Context: an optimization exercise on an open-source flow, tuned for a short achievable clock period and few clock cycles. The choices shown serve that exercise and are no tape-out recipe.
The RTL was checked by simulation tests, not by an equivalence proof against the original design.

==> run K <==
==> flow/design.v <==
module LL_Add16(a, b, cin, s, co);
input  [15:0] a, b;
input         cin;
output [15:0] s;
output        co;
assign {co, s} = a + b + cin;
endmodule
module LL_Add7(a, b, s);
input  [6:0] a, b;
output [7:0] s;
assign s = a + b;
endmodule
module LL_Inc(pc, pc2);
input  [15:0] pc;
output [15:0] pc2;
assign pc2 = {pc[15:1] + 15'd1, pc[0]};
endmodule
module LL_PCNext(pc, imm, jump, base, next);
input  [15:0] pc;
input  [6:0]  imm;
input         jump;
input  [15:0] base;
output [15:0] next;
wire [7:0] lo;
LL_Add7 add_lo(.a(pc[7:1]), .b(imm), .s(lo));
wire [7:0] hi  = pc[15:8];
wire [7:0] hi1 = pc[15:8] + 8'd1;
wire [7:0] him = pc[15:8] - 8'd1;
wire same = (lo[7] == imm[6]);
wire up   = lo[7] && !imm[6];
wire down = !lo[7] && imm[6];
wire [15:0] target = {({8{same}} & hi) | ({8{up}} & hi1) | ({8{down}} & him), lo[6:0], pc[0]};
assign next = jump ? target : base;
endmodule
module LL_Read(idx, r, q);
input  [2:0]   idx;
input  [111:0] r;
output [15:0]  q;
assign q = (idx == 3'd7) ? 16'd0 : r[idx*16 +: 16];
endmodule
module LEGLiteSingle(
	iaddr,
	daddr,
	dwrite,
	dread,
	dwdata,
	clock,
	idata,
	ddata,
	reset
	);
output [15:0] iaddr;
output [15:0] daddr;
output dwrite;
output dread;
output [15:0] dwdata;
input clock;
input [15:0] idata;
input [15:0] ddata;
input reset;
localparam OP_ADD  = 3'd0;
localparam OP_LDUR = 3'd3;
localparam OP_STUR = 3'd4;
localparam OP_CBZ  = 3'd5;
localparam OP_ADDI = 3'd6;
localparam OP_ANDI = 3'd7;
reg [15:0] pc;           
reg        x_valid;      
reg        x_add;        
reg        x_andi;       
reg        x_alu;        
reg        x_ld;         
reg        x_st;         
reg        x_cbz;        
reg [2:0]  x_rt, x_rn, x_rm;
reg [15:0] x_sx;
reg [15:0] x_pc;         
reg [15:0] x_a;          
reg [15:0] x_opb;        
reg [15:0] x_b;          
reg        x_fwd_b;      
reg        x_wait;       
reg        x_pred;       
reg        m_ld, m_st;   
reg [2:0]  m_rd;
reg [15:0] m_addr;
reg [15:0] m_wdata;
reg [15:0] rf [0:6];     
reg [6:0]  zf;           
wire        stall    = x_valid && x_wait;
wire        x_go     = x_valid && !x_wait;
wire [15:0] sum;
wire        sum_co;
LL_Add16 alu_add(.a(x_a), .b(x_opb), .cin(1'b0), .s(sum), .co(sum_co));
wire [15:0] result   = x_andi ? (x_a & x_opb) : sum;
wire        x_wr     = x_go && x_alu;
wire        redirect = x_go && x_cbz && ((x_b == 16'd0) != x_pred);
wire [15:0] zsum     = (x_a ^ x_opb) ^ {(x_a[14:0] | x_opb[14:0]), 1'b0};
wire        x_zero   = x_andi ? ((x_a & x_opb) == 16'd0) : (zsum == 16'd0);
wire [15:0] x_target;
wire [15:0] x_pc2;
wire        tgt_co;
LL_Add16 tgt_add(.a(x_pc), .b({x_sx[14:0], 1'b0}), .cin(1'b0), .s(x_target), .co(tgt_co));
LL_Inc   x_inc(.pc(x_pc), .pc2(x_pc2));
reg [111:0] rfm;
reg [15:0]  rf_nx [0:6];
reg [6:0]   zf_nx;
integer i;
always @(*)
	for (i = 0; i < 7; i = i + 1) begin
		if (m_ld && m_rd == i) begin
			rfm[i*16 +: 16] = ddata;
			zf_nx[i]        = (ddata == 16'd0);
		end else begin
			rfm[i*16 +: 16] = rf[i];
			zf_nx[i]        = zf[i];
		end
		rf_nx[i] = rfm[i*16 +: 16];
		if (x_wr && x_rt == i) begin
			rf_nx[i] = result;
			zf_nx[i] = x_zero;
		end
	end
always @(posedge clock)
	for (i = 0; i < 7; i = i + 1) begin
		rf[i] <= rf_nx[i];
		zf[i] <= zf_nx[i];
	end
wire [2:0]  f_op = idata[15:13];
wire [2:0]  f_rt = idata[2:0];
wire [2:0]  f_rn = idata[5:3];
wire [2:0]  f_rm = idata[12:10];
wire        f_isadd = (f_op == OP_ADD);
wire [15:0] f_sx = {{9{idata[12]}}, idata[12:6]};
wire [2:0]  idx_a = stall ? x_rn : f_rn;
wire [2:0]  idx_m = stall ? x_rm : f_rm;
wire [2:0]  idx_t = stall ? x_rt : f_rt;
wire [15:0] rd_a, rd_m, rd_t;
LL_Read read_a(.idx(idx_a), .r(rfm), .q(rd_a));
LL_Read read_m(.idx(idx_m), .r(rfm), .q(rd_m));
LL_Read read_t(.idx(idx_t), .r(rfm), .q(rd_t));
wire fx_a = x_wr && (x_rt == f_rn);
wire fx_m = x_wr && (x_rt == f_rm);
wire fx_t = x_wr && (x_rt == f_rt);
wire [15:0] op_a = fx_a ? result : rd_a;
wire [15:0] op_m = fx_m ? result : rd_m;
wire [15:0] op_t = fx_t ? result : rd_t;
wire        n_add = stall ? x_add : f_isadd;
wire [15:0] n_sx  = stall ? x_sx : f_sx;
wire x_ld_rd = x_valid && x_ld && (x_rt != 3'd7);
wire f_zero  = (f_rt == 3'd7) ||
               (zf[f_rt] && !(x_valid && (x_alu || x_ld) && x_rt == f_rt) &&
                            !(m_ld && m_rd == f_rt));
wire f_taken = (f_op == OP_CBZ) && f_zero;
wire f_reads_a = (f_op == OP_ADD) || (f_op == OP_LDUR) || (f_op == OP_STUR) ||
                 (f_op == OP_ADDI) || (f_op == OP_ANDI);
wire f_dep_a = x_ld_rd && f_reads_a && (f_rn == x_rt);
wire f_dep_m = x_ld_rd && f_isadd && (f_rm == x_rt);
wire f_dep_t = x_ld_rd && ((f_op == OP_STUR) || (f_op == OP_CBZ)) && (f_rt == x_rt);
wire        sel_t   = (redirect && !x_pred) || (stall && x_pred);
wire        sel_p2  = (redirect && x_pred) || (stall && !x_pred);
wire [15:0] pc2;
LL_Inc      f_inc(.pc(pc), .pc2(pc2));
wire [15:0] pc_base = reset ? 16'd0 : sel_t ? x_target : sel_p2 ? x_pc2 : pc2;
wire        pc_jump = f_taken && !reset && !redirect && !stall;
wire [15:0] pc_next;
LL_PCNext   f_next(.pc(pc), .imm(idata[12:6]), .jump(pc_jump), .base(pc_base), .next(pc_next));
always @(posedge clock)
	pc <= pc_next;
always @(posedge clock) begin
	x_a   <= op_a;
	x_opb <= n_add ? op_m : n_sx;
	x_b   <= op_t;
	if (reset)            x_valid <= 1'b0;
	else if (!stall)      x_valid <= !redirect;
	if (stall) begin
		x_fwd_b <= 1'b0;
		x_wait  <= 1'b0;
	end else begin
		x_add    <= f_isadd;
		x_andi   <= (f_op == OP_ANDI);
		x_alu    <= (f_isadd || (f_op == OP_ADDI) || (f_op == OP_ANDI)) && (f_rt != 3'd7);
		x_ld     <= (f_op == OP_LDUR);
		x_st     <= (f_op == OP_STUR);
		x_cbz    <= (f_op == OP_CBZ) && (f_rt != 3'd7);
		x_rt     <= f_rt;
		x_rn     <= f_rn;
		x_rm     <= f_rm;
		x_sx     <= f_sx;
		x_pc     <= pc;
		x_fwd_b  <= f_dep_t && (f_op == OP_STUR);
		x_wait   <= f_dep_a || f_dep_m || (f_dep_t && (f_op == OP_CBZ));
		x_pred   <= f_taken;
	end
end
always @(posedge clock) begin
	if (reset) begin
		m_ld <= 1'b0;
		m_st <= 1'b0;
	end else begin
		m_ld <= x_go && x_ld;
		m_st <= x_go && x_st;
	end
	m_rd    <= x_rt;
	m_addr  <= sum;
	m_wdata <= x_fwd_b ? ddata : x_b;
end
assign iaddr  = pc;
assign daddr  = m_addr;
assign dread  = m_ld;
assign dwrite = m_st;
assign dwdata = m_wdata;
endmodule
==> flow/flow/run.sh <==
#!/bin/bash
set -euo pipefail
bash standard.sh SETUP_SLACK_MARGIN=6.4 finish > standard.log 2>&1
==> flow/standard.sh <==
#!/bin/bash
# synth_recipe.tcl (not shown) runs the flow's synth.tcl, then flattens the netlist and writes it again
# the make line also repeats each setting of config.mk as NAME=value (left out here)
make -C /OpenROAD-flow-scripts/flow DESIGN_CONFIG=/design/flow/config.mk WORK_HOME=/design/flow/orfs CLKGATE_MAP_FILE= SYNTH_SCRIPT=/design/flow/synth_recipe.tcl "${@:-finish}"
==> flow/config.mk <==
export PLATFORM = sky130hd
export DESIGN_NAME = LEGLiteSingle
export DESIGN_NICKNAME = LEGLiteSingle
export VERILOG_FILES = /design/flow/design.v
export SDC_FILE = /design/flow/constraint.sdc
export NUM_CORES = 4
export LEC_CHECK = 0
export CAP_MARGIN = 20
export CORE_MARGIN = 2
export CORE_UTILIZATION = 30
export SLEW_MARGIN = 20
export SYNTH_HIERARCHICAL = 1
export SYNTH_MINIMUM_KEEP_SIZE = 0
export TNS_END_PERCENT = 100
==> flow/constraint.sdc <==
create_clock -name core_clock -period 9.0 [get_ports {clock}]
set_input_delay 1.8000 -clock core_clock [delete_from_list [all_inputs] [get_ports {clock}]]
set_output_delay 1.8000 -clock core_clock [all_outputs]
set_load 0.01 [all_outputs]
==> inputs of run P, as changes to run K <==
==> flow/design.v, changed modules only <==
module LL_Add16(a, b, cin, s, co);
input  [15:0] a, b;
input         cin;
output [15:0] s;
output        co;
reg [15:0] p, g, pp, gg;
integer k, d;
always @(*) begin
	p  = a ^ b;
	g  = a & b;
	pp = p;
	gg = g;
	gg[0] = g[0] | (p[0] & cin);
	for (d = 1; d < 16; d = d * 2)
		for (k = 15; k >= d; k = k - 1) begin
			gg[k] = gg[k] | (pp[k] & gg[k-d]);
			pp[k] = pp[k] & pp[k-d];
		end
end
assign s  = p ^ {gg[14:0], cin};
assign co = gg[15];
endmodule
module LL_PCNext(pc, imm, jump, base, next, target);
input  [15:0] pc;
input  [6:0]  imm;
input         jump;
input  [15:0] base;
output [15:0] next;
output [15:0] target;
wire [7:0] lo;
LL_Add7 add_lo(.a(pc[7:1]), .b(imm), .s(lo));
wire [7:0] hi  = pc[15:8];
wire [7:0] hi1 = pc[15:8] + 8'd1;
wire [7:0] him = pc[15:8] - 8'd1;
wire [7:0] t_c1 = imm[6] ? hi : hi1;
wire [7:0] t_c0 = imm[6] ? him : hi;
wire [7:0] n_hi, t_hi;
LL_Pick8 next_pick(.jump(jump), .c(lo[7]), .t0(t_c0), .t1(t_c1), .base(base[15:8]), .q(n_hi));
LL_Mux8  tgt_mux(.sel(lo[7]), .a(t_c0), .b(t_c1), .q(t_hi));
assign next   = {n_hi, jump ? {lo[6:0], pc[0]} : base[7:0]};
assign target = {t_hi, lo[6:0], pc[0]};
endmodule
module LL_Pick8(jump, c, t0, t1, base, q);
input        jump, c;
input  [7:0] t0, t1, base;
output [7:0] q;
assign q = jump ? (c ? t1 : t0) : base;
endmodule
module LL_FDec(ins, zok, ldw, taken, hold);
input  [15:0] ins;
input  [7:0]  zok;
input  [6:0]  ldw;
output        taken;
output        hold;
wire [2:0] op = ins[15:13];
wire [7:0] z = zok;
wire [7:0] l = {1'b0, ldw};
wire reads_a = (op == 3'd0) || (op == 3'd3) || (op == 3'd4) || (op == 3'd6) || (op == 3'd7);
assign taken = (op == 3'd5) && z[ins[2:0]];
assign hold  = (reads_a && l[ins[5:3]]) || ((op == 3'd0) && l[ins[12:10]]) ||
               ((op == 3'd5) && l[ins[2:0]]);
endmodule
module LL_Mux8(sel, a, b, q);
input        sel;
input  [7:0] a, b;
output [7:0] q;
assign q = sel ? b : a;
endmodule
module LEGLiteSingle(
	iaddr,
	daddr,
	dwrite,
	dread,
	dwdata,
	clock,
	idata,
	ddata,
	reset
	);
output [15:0] iaddr;
output [15:0] daddr;
output dwrite;
output dread;
output [15:0] dwdata;
input clock;
input [15:0] idata;
input [15:0] ddata;
input reset;
localparam OP_ADD  = 3'd0;
localparam OP_LDUR = 3'd3;
localparam OP_STUR = 3'd4;
localparam OP_CBZ  = 3'd5;
localparam OP_ADDI = 3'd6;
localparam OP_ANDI = 3'd7;
reg [15:0] pc;           
reg        x_valid;      
reg        x_andi;       
reg        x_ld;         
reg        x_st;         
reg        x_cbz;        
reg [15:0] x_target;     
reg [15:0] x_pc;         
reg [15:0] x_a;          
reg [15:0] x_opb;        
reg [15:0] x_b;          
reg        x_fwd_b;      
reg        x_pred;       
reg        x_wait;       
reg        x_add;        
reg [2:0]  x_rn, x_rm;
reg [15:0] x_sx;
reg [6:0]  x_alu1h;      
reg        x_wr;         
reg [2:0]  x_rt;
reg [6:0]  x_ld1h;       
reg        m_ld, m_st;   
reg [6:0]  m_ld1h;       
reg [15:0] m_addr;
reg [15:0] m_wdata;
reg [15:0] rf [0:6];     
reg [6:0]  zf;           
wire [15:0] sum;
wire        sum_co;
LL_Add16 alu_add(.a(x_a), .b(x_opb), .cin(1'b0), .s(sum), .co(sum_co));
wire [15:0] result   = x_andi ? (x_a & x_opb) : sum;
wire        stall    = x_valid && x_wait;
wire        x_go     = x_valid && !x_wait;
wire        redirect = x_go && x_cbz && ((x_b == 16'd0) != x_pred);
wire [15:0] zsum     = (x_a ^ x_opb) ^ {(x_a[14:0] | x_opb[14:0]), 1'b0};
wire        x_zero   = x_andi ? ((x_a & x_opb) == 16'd0) : (zsum == 16'd0);
wire [15:0] x_pc2;
LL_Inc    x_inc(.pc(x_pc), .pc2(x_pc2));
reg [111:0] rfm;
reg [15:0]  rf_nx [0:6];
reg [6:0]   zf_nx;
integer i;
always @(*)
	for (i = 0; i < 7; i = i + 1) begin
		if (m_ld1h[i]) begin
			rfm[i*16 +: 16] = ddata;
			zf_nx[i]        = (ddata == 16'd0);
		end else begin
			rfm[i*16 +: 16] = rf[i];
			zf_nx[i]        = zf[i];
		end
		rf_nx[i] = rfm[i*16 +: 16];
		if (x_go && x_alu1h[i]) begin
			rf_nx[i] = result;
			zf_nx[i] = x_zero;
		end
	end
always @(posedge clock)
	for (i = 0; i < 7; i = i + 1) begin
		rf[i] <= rf_nx[i];
		zf[i] <= zf_nx[i];
	end
wire [2:0]  f_op = idata[15:13];
wire [2:0]  f_rt = idata[2:0];
wire [2:0]  f_rn = idata[5:3];
wire [2:0]  f_rm = idata[12:10];
wire        f_isadd = (f_op == OP_ADD);
wire [15:0] f_sx = {{9{idata[12]}}, idata[12:6]};
wire [2:0]  idx_a = stall ? x_rn : f_rn;
wire [2:0]  idx_m = stall ? x_rm : f_rm;
wire [2:0]  idx_t = stall ? x_rt : f_rt;
wire [15:0] rd_a, rd_m, rd_t;
LL_Read read_a(.idx(idx_a), .r(rfm), .q(rd_a));
LL_Read read_m(.idx(idx_m), .r(rfm), .q(rd_m));
LL_Read read_t(.idx(idx_t), .r(rfm), .q(rd_t));
wire x_fw = x_wr && !x_wait;
wire fx_a = x_fw && (x_rt == f_rn);
wire fx_m = x_fw && (x_rt == f_rm);
wire fx_t = x_fw && (x_rt == f_rt);
wire [15:0] op_a = fx_a ? result : rd_a;
wire [15:0] op_m = fx_m ? result : rd_m;
wire [15:0] op_t = fx_t ? result : rd_t;
wire x_sel = reset || redirect || stall;
reg [7:0] zok;
reg [6:0] ldw;
always @(*) begin
	zok[7] = !x_sel;
	for (i = 0; i < 7; i = i + 1) begin
		zok[i] = zf[i] && !(x_valid && (x_alu1h[i] || x_ld1h[i])) && !m_ld1h[i] && !x_sel;
		ldw[i] = x_valid && x_ld1h[i];
	end
end
wire f_taken, f_hold;
LL_FDec f_dec(.ins(idata), .zok(zok), .ldw(ldw), .taken(f_taken), .hold(f_hold));
wire [7:0] ldw8 = {1'b0, ldw};
wire f_dep_t = (f_op == OP_STUR) && ldw8[f_rt];
wire [15:0] pc2;
LL_Inc      f_inc(.pc(pc), .pc2(pc2));
wire [15:0] pc_x    = reset ? 16'd0 : (x_pred || stall) ? x_pc2 : x_target;
wire [15:0] pc_base = x_sel ? pc_x : pc2;
wire [15:0] pc_next;
wire [15:0] f_target;
LL_PCNext   f_next(.pc(pc), .imm(idata[12:6]), .jump(f_taken), .base(pc_base),
                   .next(pc_next), .target(f_target));
always @(posedge clock)
	pc <= pc_next;
always @(posedge clock) begin
	if (reset)       x_valid <= 1'b0;
	else if (!stall) x_valid <= !redirect;
	x_a <= op_a;
	x_b <= op_t;
	if (stall) begin
		x_opb   <= x_add ? op_m : x_sx;
		x_fwd_b <= 1'b0;
		x_wait  <= 1'b0;
	end else begin
		x_opb    <= f_isadd ? op_m : f_sx;
		x_fwd_b  <= f_dep_t;
		x_wait   <= f_hold;
		x_andi   <= (f_op == OP_ANDI);
		x_ld     <= (f_op == OP_LDUR);
		x_st     <= (f_op == OP_STUR);
		x_cbz    <= (f_op == OP_CBZ) && (f_rt != 3'd7);
		x_add    <= f_isadd;
		x_sx     <= f_sx;
		x_target <= f_target;
		x_pc     <= pc;
		x_pred   <= f_taken;
		x_wr     <= !reset && !redirect &&
		            (f_isadd || (f_op == OP_ADDI) || (f_op == OP_ANDI)) && (f_rt != 3'd7);
		x_rt     <= f_rt;
		x_rn     <= f_rn;
		x_rm     <= f_rm;
		for (i = 0; i < 7; i = i + 1) begin
			x_alu1h[i] <= (f_isadd || (f_op == OP_ADDI) || (f_op == OP_ANDI)) && (f_rt == i);
			x_ld1h[i]  <= (f_op == OP_LDUR) && (f_rt == i);
		end
	end
end
always @(posedge clock) begin
	if (reset) begin
		m_ld <= 1'b0;
		m_st <= 1'b0;
	end else begin
		m_ld <= x_go && x_ld;
		m_st <= x_go && x_st;
	end
	m_ld1h  <= (reset || !x_go) ? 7'd0 : x_ld1h;
	m_addr  <= sum;
	m_wdata <= x_fwd_b ? ddata : x_b;
end
assign iaddr  = pc;
assign daddr  = m_addr;
assign dread  = m_ld;
assign dwrite = m_st;
assign dwdata = m_wdata;
endmodule
==> flow/flow/run.sh (replaced) <==
#!/bin/bash
set -euo pipefail
bash standard.sh SETUP_SLACK_MARGIN=6.4 "BUFFER_PORTS_ARGS=-buffer_cell sky130_fd_sc_hd__buf_8" finish > standard.log 2>&1
--- a/flow/config.mk
+++ b/flow/config.mk
@@ -10,2 +10,4 @@
 export CORE_UTILIZATION = 30
+export CTS_CLUSTER_DIAMETER = 100
+export CTS_CLUSTER_SIZE = 20
 export SLEW_MARGIN = 20
==> results.toml <==
[status]
status = "finished clean"

[final_layout]
nFillCells = 5518
multi_input_area_um2 = 13310
seq_area_share_pct = 23.37
fin_util_pct = 41.08
drive_gt1_share_pct = 41.64

[power]
powerDensity_nw_per_um2 = 245.7

[floorplanning]
core_area_um2 = 60470

[critical_path]
critPathLaunch = "idata[9]"
timing.reg2reg.worst_path_depth = 8
critPathTopFamily = "compound AO/OA/AOI/OAI gates"
worstPathRequired_ns = 9.48

[hold_path]
min_to = "m_st"

[detailed_routing]
vias = 16550

[sta]
fin_skew_ns = 0.01627
That was run K.
==> results.toml <==
[sta]
fin_skew_ns = 0.02171

[detailed_routing]
vias = 14910

[critical_path]
timing.reg2reg.worst_path_depth = 11
worstPathRequired_ns = 9.29
critPathTopFamily = "simple AND/OR/NAND/NOR gates"
critPathLaunch = "x_b[3]"

[floorplanning]
core_area_um2 = 60360

[hold_path]
min_to = "x_target[0]"

[status]
status = "finished clean"

[final_layout]
seq_area_share_pct = 27.68
nFillCells = 5652
fin_util_pct = 40.15
multi_input_area_um2 = 12110
That was run P.
Testbench counts of run K, summed over its fixed seeds: cycles 50,633.
Testbench counts of run P, summed over its fixed seeds: cycles 50,633.

## what the ideal ports hide
No port has a modelled driver above. Below, the same layouts with a new extraction and two added sets of constraints. Step 1 (the two cells are an assumption about what drives the block):
set clk [get_ports {clock}]
set_driving_cell -lib_cell sky130_fd_sc_hd__clkbuf_16 $clk
set_driving_cell -lib_cell sky130_fd_sc_hd__buf_2 [delete_from_list [all_inputs] $clk]
Step 2 adds t to the input delays and takes it off the output delays; t is the mean of the earliest and latest rising clock arrival at the registers after step 1. Input paths then give back, and output paths get back, about the clock's delay inside the block. a / b / c = ideal / step 1 / step 2; a / b = the first two.
| run | t, ns | setup WS [ns] | worst hold slack (ns) | worst setup path after step 2 | pins driven straight from the clock port |
|---|---|---|---|---|---|
| run K | 0.639 | 5.735 / 5.743 / 5.104 | 0.481 / 0.481 / 0.481 | input to register | 1 |
| run P | 0.595 | 5.834 / 5.834 / 5.290 | 0.499 / 0.499 / 0.499 | input to register | 1 |
After both steps every run listed still meets setup and hold. The setup slack of run K, which loses most, moves by +0.008 ns with the drivers and by -0.631 ns with both steps.
